Background: an optimization exercise with open tools, aiming at small area, a short achievable clock period and few clock cycles per item. Do not read the settings as production practice.
The RTL was checked by simulation tests, not by an equivalence proof against the original design.

==> sierra: inputs <==
## bbs_generator
module bbs_generator(
    input  wire CLOCK_50,
    input  wire res,
    input  wire [63:0] seed,
    output wire [9:0] LEDR,
    output reg  valid,
    output wire [63:0] x_out,
    output wire [6:0] HEX0,
    output wire [6:0] HEX1,
    output wire [6:0] HEX2,
    output wire [6:0] HEX3,
    output wire [6:0] HEX4,
    output wire [6:0] HEX5
);
make LEC_CHECK=0 CAP_MARGIN=20 CORE_MARGIN=2 CORE_UTILIZATION=70 SETUP_SLACK_MARGIN=3 SLEW_MARGIN=20 SYNTH_HIERARCHICAL=1 SYNTH_MINIMUM_KEEP_SIZE=0 finish   # period 12.0 ns
run.sh (not shown) runs the stock make flow with config.mk's settings and CLKGATE_MAP_FILE= SYNTH_SCRIPT=/design/flow/synth_recipe.tcl, a recipe that flattens the netlist after the stock synthesis.
==> fjord (differences from sierra) <==
- CORE_UTILIZATION: 70 -> 60
- SETUP_SLACK_MARGIN: 3 -> 4.5
==> notes <==
Between fjord and sierra, the lower global-route usage is in fjord (gap 7.5 points). Of fjord and sierra, sierra has the higher core utilization (gap 11 points). Against sierra, the maximum frequency of fjord is larger by about 0.53%. Of sierra and fjord, sierra has the higher first-iteration DRC count (gap about 30%, measured against fjord). fjord finished with timing, DRC and antenna clean. sierra finished with timing, DRC and antenna clean. Against sierra, the wire length of fjord is lower by about 4%. Final area: sierra is lower than fjord (about 0.33%). Synthesized cell count is the same in sierra and fjord. In sierra the critical path depth is higher than in fjord, by 5.
Testbench counts of sierra, summed over its fixed seeds: cycles 216, numbers 192.
Testbench counts of fjord, summed over its fixed seeds: cycles 216, numbers 192.

========
==> 04-14 <==
Another version of the RTL of bbs_generator (not shown whole).
clock: 12.0 ns
lec_check: 0
cap_margin: 20
core_margin: 2
core_utilization: 60
setup_slack_margin: 2.5
slew_margin: 20
synth_hierarchical: 1
synth_minimum_keep_size: 0
==> 05-18: changes against 04-14 <==
- SETUP_SLACK_MARGIN: 2.5 -> 3.25
==> results.cfg <==
[final_layout]
multi_input_area_share = 0.797
layout.cell_area.non_filler_sq_um = 63100
fillCellCount = 6998
num-multi-input-gates = 4580

[global_routing]
grt_first_pass_wirelength_mm = 281

[critical_path]
crit_end = b_reg[4]
worstSetupStartpoint = b_reg[30]
cp.depth = 29
required_ps = 12310
r2r-start = b_reg[30]

[route]
wire_per_inst_microns = 27.5

[timing]
finalCriticalPeriod_ps = 8860
max_freq_mhz = 113

[placement]
place_ws_ps = 1320

[status]
status = finished clean
Source of the figures above: 05-18

==> results.cfg <==
[status]
status = finished clean

[final_layout]
fillCellCount = 7378
num-multi-input-gates = 4578
multi_input_area_share = 0.823

[critical_path]
r2r-start = b_reg[25]
required_ps = 12420
worstSetupStartpoint = b_reg[25]
cp.depth = 30

[timing]
max_freq_mhz = 108
finalCriticalPeriod_ps = 9270

[route]
wire_per_inst_microns = 27.0

[global_routing]
grt_first_pass_wirelength_mm = 274

[placement]
place_ws_ps = 1470
Source of the figures above: 04-14

Testbench counts of 04-14, summed over its fixed seeds: cycles 216, numbers 192.
Testbench counts of 05-18, summed over its fixed seeds: cycles 216, numbers 192.

========
==> 07-15: inputs <==
Another version of the RTL of bbs_generator (not shown whole).
==> flow/config.mk <==
export PLATFORM = sky130hd
export DESIGN_NAME = bbs_generator
export DESIGN_NICKNAME = bbs_generator
export VERILOG_FILES = /design/flow/design.v
export SDC_FILE = /design/flow/constraint.sdc
export NUM_CORES = 4
export LEC_CHECK = 0
export CAP_MARGIN = 20
export CORE_MARGIN = 2
export CORE_UTILIZATION = 60
export SETUP_SLACK_MARGIN = 2.5
export SLEW_MARGIN = 20
export SYNTH_HIERARCHICAL = 1
export SYNTH_MINIMUM_KEEP_SIZE = 0
==> flow/constraint.sdc <==
create_clock -name core_clock -period 12.0 [get_ports {CLOCK_50}]
set_input_delay 2.4000 -clock core_clock [delete_from_list [all_inputs] [get_ports {CLOCK_50}]]
set_output_delay 2.4000 -clock core_clock [all_outputs]
set_load 0.01 [all_outputs]
==> inputs of 08-26, as changes to 07-15 <==
--- a/flow/design.v
+++ b/flow/design.v
@@ -2922,29 +2922,26 @@
     assign yt_P[30] = 1'b0;
     wire yt_co = yt_G[30];
     wire [30:0] yt_s = yt_p ^ {yt_G[29:0], 1'b0};
     wire [30:0] t = yt_s;
     wire h1 = yt_co ^ e;    
     wire h2 = yt_co & e;    
-    wire [6:0] w0 = {1'b0, t[5:0]};
-    wire [6:0] w1 = {1'b0, t[5:0]} + 7'd19;
-    wire [6:0] w2 = {1'b0, t[5:0]} + 7'd38;
-    wire [6:0] w3 = {1'b0, t[5:0]} + 7'd57;
-    wire c6 = h2 ? w2[6] : (h1 ? w1[6] : w0[6]);
-    wire [24:0] z = {yt_p[30:7] ^ yt_g[29:6], yt_p[6] ^ yt_G[5]};
+    wire [6:0] l0 = {1'b0, t[5:0]};
+    wire [6:0] l19 = {1'b0, t[5:0]} + 7'd19;
+    wire [6:0] l38 = {1'b0, t[5:0]} + 7'd38;
+    wire [6:0] l = h2 ? l38 : (h1 ? l19 : l0);
     wire [25:0] ones;
     assign ones[0] = 1'b1;
     genvar gi;
     generate for (gi = 1; gi < 26; gi = gi + 1) begin : op
-        assign ones[gi] = &z[gi-1:0];
+        assign ones[gi] = ones[gi-1] & t[gi+5];
     end endgenerate
-    wire ovf = c6 & ones[25];
-    wire [5:0] la = h2 ? w2[5:0] : (h1 ? w1[5:0] : w0[5:0]);
-    wire [5:0] lb = h2 ? w3[5:0] : (h1 ? w2[5:0] : w1[5:0]);
-    wire [24:0] hi = t[30:6] ^ ({25{c6}} & ones[24:0]);
-    assign r = ovf ? {25'd0, lb} : {hi, la};
+    wire [24:0] hi = t[30:6] ^ ({25{l[6]}} & ones[24:0]);
+    wire ovf = l[6] & ones[25];
+    wire [6:0] l2 = {1'b0, l[5:0]} + 7'd19;
+    assign r = ovf ? {24'd0, l2} : {hi, l[5:0]};
 endmodule
 module crt_s (
     input  wire [30:0] a,
     input  wire [30:0] b,
     input  wire        ge,
     output wire [30:0] s
--- a/flow/config.mk
+++ b/flow/config.mk
@@ -5,10 +5,10 @@
 export SDC_FILE = /design/flow/constraint.sdc
 export NUM_CORES = 4
 export LEC_CHECK = 0
 export CAP_MARGIN = 20
 export CORE_MARGIN = 2
 export CORE_UTILIZATION = 60
-export SETUP_SLACK_MARGIN = 2.5
+export SETUP_SLACK_MARGIN = 1.5
 export SLEW_MARGIN = 20
 export SYNTH_HIERARCHICAL = 1
 export SYNTH_MINIMUM_KEEP_SIZE = 0
==> comparison <==
Final cell count: 08-26 is lower than 07-15 (2.4%).
Synthesized cell count: 08-26 is lower than 07-15 (about 1.3%).
In clock skew, 08-26 and 07-15 hardly differ.
In flip-flop and latch count, 08-26 and 07-15 do not differ.
Against 07-15, the sequential share of layout area of 08-26 is higher by 0.097 points.
Maximum frequency: 08-26 is lower than 07-15 (about 7%).
Against 07-15, the setup slack of 08-26 is worse by 680 ps.
Wire length: 07-15 is higher than 08-26 (about 4.6%).
==> figures <==
metric	07-15	08-26
Status	finished clean	finished clean
Compound-Gate Fraction of Synth Area	8.85%	8.38%
Data required time at the worst endpoint	9600 ps	12440 ps
Share of synthesized area spent on multiplexers	0.950%	0.921%
Worst clock skew	19.1 ps	19.4 ps
Total number of tap cells	1186	1176
Final-stage net count	7196	7050
HPWL Detailed	138 mm	134 mm
Slew margin rel.	29.0%	27.8%
Clock-cell share of area	1.05%	1.04%
Total length of routed wires	178 mm	170 mm
DIE AREA	0.0945 mm2	0.0937 mm2
Dpl cells	6474	6385
Adder-cell share of the synthesized area	58.8%	59.4%
Growth of design area from synthesis to finish	9.07%	6.54%
Post-Layout Inst Area	0.0602 mm2	0.0583 mm2
Share of the final layout cell area in sequential cells	6.38%	6.48%
Worst-path cell with the longest stage delay	clkdlybuf4s50_1	dfrtp_1
Testbench counts of 07-15, summed over its fixed seeds: cycles 216, numbers 192.
Testbench counts of 08-26, summed over its fixed seeds: cycles 216, numbers 192.

-- port drivers added, routing unchanged --
The flow's constraints put no driver on any port. The routed layouts listed below were extracted and timed again, unchanged, in two steps. Step 1 sets driving cells, clkbuf_16 on the clock port and buf_2 on the other inputs (assumed; they add their load-dependent delay and slew). Step 2, shift: input delay + t, output delay - t, t = (earliest + latest rising clock arrival at the registers) / 2. This alone moves slack from input paths to output paths. a / b / c = ideal ports / drivers / drivers and shift; a / b = the first two.
| run | shift t [ns] | slack for setup (ns) | slew at the worst register clock pin (ns) |
|---|---|---|---|
| sierra | 0.566 | 2.174 / 2.174 / 2.174 | 0.09 / 0.09 |
| fjord | 0.590 | 2.226 / 2.226 / 2.226 | 0.10 / 0.10 |
| 04-14 | 0.577 | 2.733 / 2.711 / 2.553 | 0.09 / 0.09 |
| 05-18 | 0.563 | 3.136 / 3.136 / 2.823 | 0.08 / 0.08 |
| 07-15 | 0.540 | 2.623 / 2.553 / 2.516 | 0.08 / 0.08 |
| 08-26 | 0.589 | 1.943 / 1.939 / 1.943 | 0.08 / 0.08 |
After both steps setup and hold are still met in every run listed. The setup slack of 05-18, which loses most, moves by 0.000 ns with the drivers and by -0.313 ns with both steps.
